From an optimization exercise on the open Yosys and OpenROAD flow, aimed at small area, a short achievable clock period and few clock cycles per item; shortcuts taken in it are not production practice.
At most, simulation tests tie the RTL to the original design; equivalence was not proved.

==> module mdc_b, before the edit <==
module mdc_b(
    input ld, clk,
    input [31:0] i_a, i_b,
    output [31:0] res,
    output done);
    reg [31:0] a, b;
    reg [4:0]  k;
    reg        bo;    
    wire bz = (b == 32'd0);
    wire kz = (k == 5'd0);
    wire [31:0] bg  = b;
    wire [31:0] gg = a & ~bg;
    wire [31:0] pp = ~(a ^ bg);
    reg  [31:0] G, P;
    integer i, j;
    always @* begin
        G = gg; P = pp;
        for (i = 1; i <= 5; i = i + 1)
            for (j = (1 << i) - 1; j < 32; j = j + (1 << i)) begin
                G[j] = G[j] | (P[j] & G[j - (1 << (i - 1))]);
                P[j] = P[j] & P[j - (1 << (i - 1))];
            end
        for (i = 5; i > 0; i = i - 1)
            for (j = (1 << i) + (1 << (i - 1)) - 1; j < 32; j = j + (1 << i)) begin
                G[j] = G[j] | (P[j] & G[j - (1 << (i - 1))]);
                P[j] = P[j] & P[j - (1 << (i - 1))];
            end
    end
    wire [32:0] c   = {G | P, 1'b1};
    wire [32:0] d   = {~c[32], pp ^ c[31:0]};
    wire        eq  = P[31];
    wire        neg = d[32];
    wire both_even  = ~a[0] & ~b[0];
    wire [32:0] y   = bo ? d : {1'b0, a};
    wire [8:0]  x   = (bo ? (a[8:0] ^ b[8:0]) : a[8:0]) | {7'd0, both_even, 1'b0};
    wire [2:0] sh = x[1] ? 3'd0 : x[2] ? 3'd1 : x[3] ? 3'd2 : x[4] ? 3'd3 :
                    x[5] ? 3'd4 : x[6] ? 3'd5 : x[7] ? 3'd6 : 3'd7;
    wire       big = (x[8:1] == 8'd0);
    wire        sneg = bo & neg;
    wire [40:0] yx = {{9{sneg}}, y[32:1]} >> sh;
    wire [31:0] ys = yx[31:0];
    wire [31:0] nb = sneg ? {~ys[31:1], 1'b1} : ys;
    reg [31:0] an, bn;
    reg [4:0]  kn;
    always @* begin
        an = a; bn = b; kn = k;
        if (ld) begin
            an = i_a;
            bn = i_b;
            kn = 5'd0;
        end else if (bz) begin
            bn = 32'd0;   
            if (!kz) begin
                an = {a[30:0], 1'b0};
                kn = k - 5'd1;
            end
        end else if (both_even) begin
            an = {1'b0, b[31:1]};
            bn = nb;
            kn = k + 5'd1;
        end else if (!b[0] || (sneg && big)) begin
            an = b;
            bn = a;
        end else begin
            if (!sneg)
                an = b;
            bn = nb;
        end
    end
    always @(posedge clk) begin
        a  <= an;
        b  <= bn;
        k  <= kn;
        bo <= an[0] & bn[0];
    end
    assign res = a;
    assign done = kz & (bz | (eq & a[0]));
endmodule
Settings: LEC_CHECK=0, ABC_AREA=1, CAP_MARGIN=20, CORE_MARGIN=2, CORE_UTILIZATION=50, CTS_BUF_LIST=sky130_fd_sc_hd__clkbuf_4 sky130_fd_sc_hd__clkbuf_8, SETUP_SLACK_MARGIN=1.7, SLEW_MARGIN=20; clock period 5.5 ns.
standard.sh (not shown) runs the stock make flow with config.mk's settings and CLKGATE_MAP_FILE= SYNTH_SCRIPT=/design/flow/synth_recipe.tcl, a recipe that flattens the netlist after the stock synthesis.
==> flow/flow/run.sh <==
#!/bin/bash
# Standard layout, except that the port buffers are the smallest buffer
# (sky130_fd_sc_hd__buf_1) rather than the cell buffer_ports picks by itself.
# Every input and output port still gets its own buffer.
set -o pipefail
export BUFFER_PORTS_ARGS="-inputs -outputs -buffer_cell sky130_fd_sc_hd__buf_1"
bash standard.sh > standard.log 2>&1
==> next run, changes <==
--- a/flow/design.v
+++ b/flow/design.v
@@ -6,11 +6,11 @@
     reg [31:0] a, b;
     reg [4:0]  k;
     reg        bo;    
     wire bz = (b == 32'd0);
     wire kz = (k == 5'd0);
-    wire [31:0] bg  = b;
+    wire [31:0] bg  = b & {32{bo}};
     wire [31:0] gg = a & ~bg;
     wire [31:0] pp = ~(a ^ bg);
     reg  [31:0] G, P;
     integer i, j;
     always @* begin
@@ -29,42 +29,39 @@
     wire [32:0] c   = {G | P, 1'b1};
     wire [32:0] d   = {~c[32], pp ^ c[31:0]};
     wire        eq  = P[31];
     wire        neg = d[32];
     wire both_even  = ~a[0] & ~b[0];
-    wire [32:0] y   = bo ? d : {1'b0, a};
-    wire [8:0]  x   = (bo ? (a[8:0] ^ b[8:0]) : a[8:0]) | {7'd0, both_even, 1'b0};
+    wire [8:0]  x   = (a[8:0] ^ bg[8:0]) | {7'd0, both_even, 1'b0};
     wire [2:0] sh = x[1] ? 3'd0 : x[2] ? 3'd1 : x[3] ? 3'd2 : x[4] ? 3'd3 :
                     x[5] ? 3'd4 : x[6] ? 3'd5 : x[7] ? 3'd6 : 3'd7;
     wire       big = (x[8:1] == 8'd0);
-    wire        sneg = bo & neg;
-    wire [40:0] yx = {{9{sneg}}, y[32:1]} >> sh;
+    wire [40:0] yx = {{9{neg}}, d[32:1]} >> sh;
     wire [31:0] ys = yx[31:0];
-    wire [31:0] nb = sneg ? {~ys[31:1], 1'b1} : ys;
+    wire [31:0] nb = neg ? {~ys[31:1], 1'b1} : ys;
     reg [31:0] an, bn;
     reg [4:0]  kn;
     always @* begin
         an = a; bn = b; kn = k;
         if (ld) begin
             an = i_a;
             bn = i_b;
             kn = 5'd0;
         end else if (bz) begin
-            bn = 32'd0;   
             if (!kz) begin
                 an = {a[30:0], 1'b0};
                 kn = k - 5'd1;
             end
         end else if (both_even) begin
             an = {1'b0, b[31:1]};
             bn = nb;
             kn = k + 5'd1;
-        end else if (!b[0] || (sneg && big)) begin
+        end else if (!b[0] || (neg && big)) begin
             an = b;
             bn = a;
         end else begin
-            if (!sneg)
+            if (!neg)
                 an = b;
             bn = nb;
         end
     end
     always @(posedge clk) begin
Effect: The changed run finished clean. Design area grows by 3.4%. Routed wire length grows by 5.2%. Flip-flop and latch count does not change. Maximum frequency decreases by 1.4%. Via count went down by 0.78%. Setup slack gets worse by 0.053 ns. Global-route usage rose by 1.6 points. Die area is higher by 1.2%. Non-clock buffer count came out higher by 7. Synthesized area rises by 1.2%.
Function was not checked in any run of this note: the RTL went through the layout flow alone.

========
tundra:
The RTL this note starts from:
==> flow/design.v <==
module mdc_b(
    input ld, clk,
    input [31:0] i_a, i_b,
    output [31:0] res,
    output done);
    reg [31:0] a, b;
    reg [4:0]  k;
    wire bz = (b == 32'd0);
    wire kz = (k == 5'd0);
    wire [31:0] bg  = b & {32{a[0]}};
    wire [32:0] d   = {1'b0, a} - {1'b0, bg};
    wire        neg = d[32];
    wire [8:0]  x   = a[8:0] ^ bg[8:0];
    wire [2:0] sh = x[1] ? 3'd0 : x[2] ? 3'd1 : x[3] ? 3'd2 : x[4] ? 3'd3 :
                    x[5] ? 3'd4 : x[6] ? 3'd5 : x[7] ? 3'd6 : 3'd7;
    wire       big = (x[8:1] == 8'd0);
    wire [40:0] yx = {{9{neg}}, d[32:1]} >> sh;
    wire [31:0] ys = yx[31:0];
    wire [31:0] nb = neg ? {~ys[31:1], 1'b1} : ys;
    always @(posedge clk)
        if (ld) begin
            a <= i_a;
            b <= i_b;
            k <= 5'd0;
        end else if (bz) begin
            if (!kz) begin
                a <= {a[30:0], 1'b0};
                k <= k - 5'd1;
            end
        end else if (!a[0] && !b[0]) begin
            a <= {1'b0, a[31:1]};
            b <= {1'b0, b[31:1]};
            k <= k + 5'd1;
        end else if (!b[0] || (neg && big)) begin
            a <= b;
            b <= a;
        end else begin
            if (!neg)
                a <= b;
            b <= nb;
        end
    assign res = a;
    assign done = bz & kz;
endmodule
==> flow/config.mk <==
export PLATFORM = sky130hd
export DESIGN_NAME = mdc_b
export DESIGN_NICKNAME = mdc_b
export VERILOG_FILES = /design/flow/design.v
export SDC_FILE = /design/flow/constraint.sdc
export NUM_CORES = 4
export LEC_CHECK = 0
export CAP_MARGIN = 20
export CORE_MARGIN = 2
export CORE_UTILIZATION = 40
export SETUP_SLACK_MARGIN = 1.3
export SLEW_MARGIN = 20
==> flow/constraint.sdc <==
create_clock -name core_clock -period 5.5 [get_ports {clk}]
set_input_delay 1.1000 -clock core_clock [delete_from_list [all_inputs] [get_ports {clk}]]
set_output_delay 1.1000 -clock core_clock [all_outputs]
set_load 0.01 [all_outputs]
run.sh (not shown) runs the stock make flow with config.mk's settings and CLKGATE_MAP_FILE= SYNTH_SCRIPT=/design/flow/synth_recipe.tcl, a recipe that flattens the netlist after the stock synthesis.
Stock flow here: none of the scripts above is used.
[inputs] violet vs tundra
==> flow/design.v <==
module mdc_b(
    input ld, clk,
    input [31:0] i_a, i_b,
    output [31:0] res,
    output done);
    reg [31:0] a, b;
    reg [4:0]  k;
    wire bz = (b == 32'd0);
    wire kz = (k == 5'd0);
    wire [31:0] bg  = b & {32{a[0]}};
    wire [31:0] gg = a & ~bg;
    wire [31:0] pp = ~(a ^ bg);
    reg  [31:0] G, P;
    integer i, j;
    always @* begin
        G = gg; P = pp;
        for (i = 1; i <= 5; i = i + 1)
            for (j = (1 << i) - 1; j < 32; j = j + (1 << i)) begin
                G[j] = G[j] | (P[j] & G[j - (1 << (i - 1))]);
                P[j] = P[j] & P[j - (1 << (i - 1))];
            end
        for (i = 5; i > 0; i = i - 1)
            for (j = (1 << i) + (1 << (i - 1)) - 1; j < 32; j = j + (1 << i)) begin
                G[j] = G[j] | (P[j] & G[j - (1 << (i - 1))]);
                P[j] = P[j] & P[j - (1 << (i - 1))];
            end
    end
    wire [32:0] c   = {G | P, 1'b1};
    wire [32:0] d   = {~c[32], pp ^ c[31:0]};
    wire        eq  = P[31];
    wire        neg = d[32];
    wire both_even  = ~a[0] & ~b[0];
    wire [8:0]  x   = (a[8:0] ^ bg[8:0]) | {7'd0, both_even, 1'b0};
    wire [2:0] sh = x[1] ? 3'd0 : x[2] ? 3'd1 : x[3] ? 3'd2 : x[4] ? 3'd3 :
                    x[5] ? 3'd4 : x[6] ? 3'd5 : x[7] ? 3'd6 : 3'd7;
    wire       big = (x[8:1] == 8'd0);
    wire [40:0] yx = {{9{neg}}, d[32:1]} >> sh;
    wire [31:0] ys = yx[31:0];
    wire [31:0] nb = neg ? {~ys[31:1], 1'b1} : ys;
    always @(posedge clk)
        if (ld) begin
            a <= i_a;
            b <= i_b;
            k <= 5'd0;
        end else if (bz) begin
            if (!kz) begin
                a <= {a[30:0], 1'b0};
                k <= k - 5'd1;
            end
        end else if (both_even) begin
            a <= {1'b0, b[31:1]};
            b <= nb;
            k <= k + 5'd1;
        end else if (!b[0] || (neg && big)) begin
            a <= b;
            b <= a;
        end else begin
            if (!neg)
                a <= b;
            b <= nb;
        end
    assign res = a;
    assign done = kz & (bz | (eq & a[0]));
endmodule
Notes after the runs:
Cell area | violet vs tundra | violet smaller. tundra leaves less setup margin than violet. Comparing violet and tundra, the higher placeable core area is on tundra. violet: fraction of layout instances using a drive strength above 1 5.0 points above tundra. Fmax: violet above tundra. tundra vs violet, highest-delay cell along the critical path: mux4_2 vs ha_2. Higher endpoint arrival time on the critical path was reported by tundra, not violet. Compared with tundra, violet shows a non-clock buffer count that is 8.8% higher. Initial antenna violation count | violet below tundra. Note that the total detailed-routing wirelength recorded for tundra amounts to 1.08 times the value seen in violet.
Testbench counts of violet, summed over its fixed seeds: cycles 72,118, items 3,200.
No functional check of the RTL was part of tundra.

==> separate check: timing with driven ports <==
The flow's constraints put no driver on any port. The routed layouts listed below were extracted and timed again, unchanged, in two steps. Step 1 (the two cells are an assumption about what drives the block):
set clk [get_ports {clk}]
set_driving_cell -lib_cell sky130_fd_sc_hd__clkbuf_16 $clk
set_driving_cell -lib_cell sky130_fd_sc_hd__buf_2 [delete_from_list [all_inputs] $clk]
Step 2 adds t to the input delays and takes it off the output delays; t is the mean of the earliest and latest rising clock arrival at the registers after step 1. Input paths then give back, and output paths get back, about the clock's delay inside the block. a / b / c = no drivers / after step 1 / after step 2; a / b = the first two.
| run | t, ns | slack for setup (ns) | latest minus earliest clock arrival (ns) |
|---|---|---|---|
| the first run of note 1 | 0.411 | 1.858 / 1.818 / 1.995 | 0.010 / 0.010 |
| the second run of note 1 | 0.410 | 1.805 / 1.766 / 1.997 | 0.011 / 0.010 |
| tundra | 0.398 | 1.413 / 1.413 / 1.413 | 0.008 / 0.008 |
| violet | 0.388 | 1.484 / 1.441 / 1.530 | 0.009 / 0.009 |
After both steps every run listed still meets setup and hold.
